What follows belongs to an exercise in optimizing a design on an open flow for small area, a short achievable clock period and few clock cycles; a production flow would make more cautious choices.
In this exercise RTL edits were held to simulation tests only and were not proved equivalent to the original.

Setup of run 1:
==> flow/design.v (excerpt) <==
module divisor_clk #(parameter WIDTH = 24,
                 parameter WIDTHZ = (WIDTH*2))
(
    input logic clk,
    input logic arst,
    input logic start,
    input logic [WIDTH-1:0] a,
    input logic [WIDTH-1:0] b,
    output logic done,
    output logic div_by_zero,
    output logic [WIDTH-1:0] q,
    output logic [WIDTH-1:0] f,
    output logic [WIDTHZ-1:0] z
);
clock: 110.0 ns
lec_check: 0
abc_area: 1
cap_margin: 20
core_margin: 2
core_utilization: 75
cts_buf_list: sky130_fd_sc_hd__clkbuf_8
place_density: 0.85
slew_margin: 20
standard.sh (not shown) runs the stock make flow with config.mk's settings and CLKGATE_MAP_FILE= SYNTH_SCRIPT=/design/flow/synth_recipe.tcl, a recipe that flattens the netlist after the stock synthesis.
==> flow/flow/run.sh <==
#!/bin/bash
set -euo pipefail
export BUFFER_PORTS_ARGS="-buffer_cell sky130_fd_sc_hd__buf_1"
bash standard.sh > standard.log 2>&1
Testbench counts of run 1, summed over its fixed seeds: cycles 16,768.
What run 2 does differently from run 1 at the input level:
- CTS_BUF_LIST removed (was sky130_fd_sc_hd__clkbuf_8)
- SLEW_MARGIN changed from 20 to 5
- CAP_MARGIN changed from 20 to 5
- PLACE_DENSITY changed from 0.85 to 0.6
- CORE_UTILIZATION changed from 75 to 40
## What came out
[run 2 vs run 1] initial cell density of the core: lower in run 2
Re die area: run 2 and run 1 aren't equal, and the higher value belongs to run 2.
Taking run 1 as the reference, in run 2 number of resized instances in the post-cts repair step about even; transition time at the pin with the least slew margin rose 0.058 ns; utilization after layout fell 36 points; number of placement rows rose 17.
NOTE: headroom to the max-slew limit in run 2 falls short of that of run 1
Relative to run 1, clock distribution area overhead in the final layout increased by 0.86 points in run 2.
The inputs of run 3 differ from those of run 2 as listed below.
- a change of CAP_MARGIN from 5 to 20
- a change of SLEW_MARGIN from 5 to 20
==> flow/run.sh (new file) <==
#!/bin/bash
# synth_recipe.tcl (not shown) runs the flow's synth.tcl, then flattens the netlist and writes it again
# the make line also repeats each setting of config.mk as NAME=value (left out here)
make -C /OpenROAD-flow-scripts/flow DESIGN_CONFIG=/design/flow/config.mk WORK_HOME=/design/flow/orfs CLKGATE_MAP_FILE= SYNTH_SCRIPT=/design/flow/synth_recipe.tcl finish
removed: flow/flow/run.sh
removed: flow/standard.sh
==> notes.md <==
Run 3 completed; timing, DRC and antenna clean
Summary of run 3 over run 2: share of the clock period used by the worst path after layout went up 0.29 points; total length of routed wires went up about 4%.
Diff run 3 and run 2: growth of design area from synthesis to finish higher in run 3
For final layout net count, run 3 and run 2 come out practically identical.
Run 3 has sequential share of layout area below what run 2 had.
Against run 2, run 3 comes in 3.0 points higher on core utilization.
Compared with run 2, run 3 shows a higher fraction of final layout cells sized beyond drive strength 1.
Relative to run 3, the following input files were edited for run 4:
- CORE_UTILIZATION now 60, was 40
- PLACE_DENSITY now 0.75, was 0.6
- CTS_BUF_LIST now sky130_fd_sc_hd__clkbuf_8, previously not set
==> flow/flow/run.sh (new file) <==
#!/bin/bash
set -euo pipefail
export BUFFER_PORTS_ARGS="-buffer_cell sky130_fd_sc_hd__buf_1"
bash standard.sh > standard.log 2>&1
==> flow/standard.sh (new file) <==
#!/bin/bash
# synth_recipe.tcl (not shown) runs the flow's synth.tcl, then flattens the netlist and writes it again
# the make line also repeats each setting of config.mk as NAME=value (left out here)
make -C /OpenROAD-flow-scripts/flow DESIGN_CONFIG=/design/flow/config.mk WORK_HOME=/design/flow/orfs CLKGATE_MAP_FILE= SYNTH_SCRIPT=/design/flow/synth_recipe.tcl "${@:-finish}"
removed: flow/run.sh
--- outcome ---
Run 4 ended with every stage complete and zero timing, DRC or antenna violations. Run 4 against run 3: buffer and inverter count on the worst path rose by 11; CTS clock-pin slew for the worst setup and hold paths moved up; HPWL after detailed placement went down. Worst endpoint data arrival time, run 3 and run 4: larger value in run 4. Against run 3, run 4 reports a achievable frequency that is lower. Looking at timing startpoint of the critical path, the b[19] result is from run 3; the div[1] one comes from run 4.


## job 4671
Starting RTL as in the previous note.
==> flow/config.mk <==
export PLATFORM = sky130hd
export DESIGN_NAME = divisor_clk
export DESIGN_NICKNAME = divisor_clk
export VERILOG_FILES = /design/flow/design.v
export SDC_FILE = /design/flow/constraint.sdc
export NUM_CORES = 4
export LEC_CHECK = 0
export ABC_AREA = 0
export CAP_MARGIN = 20
export CORE_MARGIN = 2
export CORE_UTILIZATION = 40
export PLACE_DENSITY = 0.6
export SLEW_MARGIN = 20
==> flow/constraint.sdc <==
create_clock -name core_clock -period 110.0 [get_ports {clk}]
set_input_delay 22.0000 -clock core_clock [delete_from_list [all_inputs] [get_ports {clk}]]
set_output_delay 22.0000 -clock core_clock [all_outputs]
set_load 0.01 [all_outputs]
==> flow/flow/run.sh <==
#!/bin/bash
set -euo pipefail
export BUFFER_PORTS_ARGS="-buffer_cell sky130_fd_sc_hd__buf_1"
bash standard.sh > standard.log 2>&1
Testbench counts of job 4671, summed over its fixed seeds: cycles 16,768.
### job 4671 -> job 7359
Settings: a change of ABC_AREA from 0 to 1.
==> notes.md <==
- Non-clock inverter total of the final layout (job 7359 / job 4671): 2.8
- Going from job 4671 to job 7359, via count saw a decrease, fraction of the mapped netlist area in compound gates saw a decrease.
- Routed wire length went down by more than 10% going from job 4671 to job 7359.
--- input diff job 7359..job 2871 ---
Settings: CTS_BUF_LIST: unset -> sky130_fd_sc_hd__clkbuf_8.
## What came out
Compared with job 7359, in job 2871 sequential share of layout area comparable; post-route fraction of the period consumed by the critical path was more or less identical.
Taking job 7359 as the reference, in job 2871 tightest slew margin relative to the limit increased by 0.57 points relative to the old numbers; via count decreased by 71 relative to the old numbers; fmax closely matched the old numbers.
Between job 7359 and job 2871, the flow reports cell area decreasing slightly.
Status: die outline area parity (job 7359, job 2871)

[port drivers added, routing unchanged]
No port has a modelled driver above. Below, the same layouts with a new extraction and two added sets of constraints.
Step 1: set_driving_cell puts a clkbuf_16 on clk and a buf_2 on each other input, an assumption about the parent block.
Step 2 times the ports against the registers' clock, not the clock port: input delays grow and output delays shrink by t, the midpoint of the rising clock arrivals with the driver on.
a / b / c = ideal ports / drivers / drivers and shift; a / b = the first two.
| run | shift t [ns] | setup slack, ns | hold slack, ns | latest minus earliest clock arrival (ns) |
|---|---|---|---|---|
| run 1 | 0.419 | 85.835 / 85.835 / 85.835 | 0.455 / 0.455 / 0.455 | 0.017 / 0.017 |
| run 2 | 0.412 | 86.422 / 86.451 / 86.039 | 0.443 / 0.443 / 0.443 | 0.012 / 0.012 |
| run 3 | 0.423 | 86.099 / 86.128 / 85.705 | 0.451 / 0.451 / 0.451 | 0.014 / 0.013 |
| run 4 | 0.419 | 85.936 / 85.936 / 85.936 | 0.450 / 0.450 / 0.450 | 0.010 / 0.010 |
| job 4671 | 0.417 | 85.895 / 85.920 / 85.503 | 0.490 / 0.490 / 0.490 | 0.013 / 0.013 |
| job 7359 | 0.412 | 86.422 / 86.451 / 86.039 | 0.443 / 0.443 / 0.443 | 0.012 / 0.012 |
| job 2871 | 0.440 | 86.437 / 86.463 / 86.023 | 0.450 / 0.450 / 0.450 | 0.014 / 0.014 |
After both steps every run listed still meets setup and hold. The setup slack of job 2871, which loses most, moves by +0.026 ns with the drivers and by -0.414 ns with both steps.
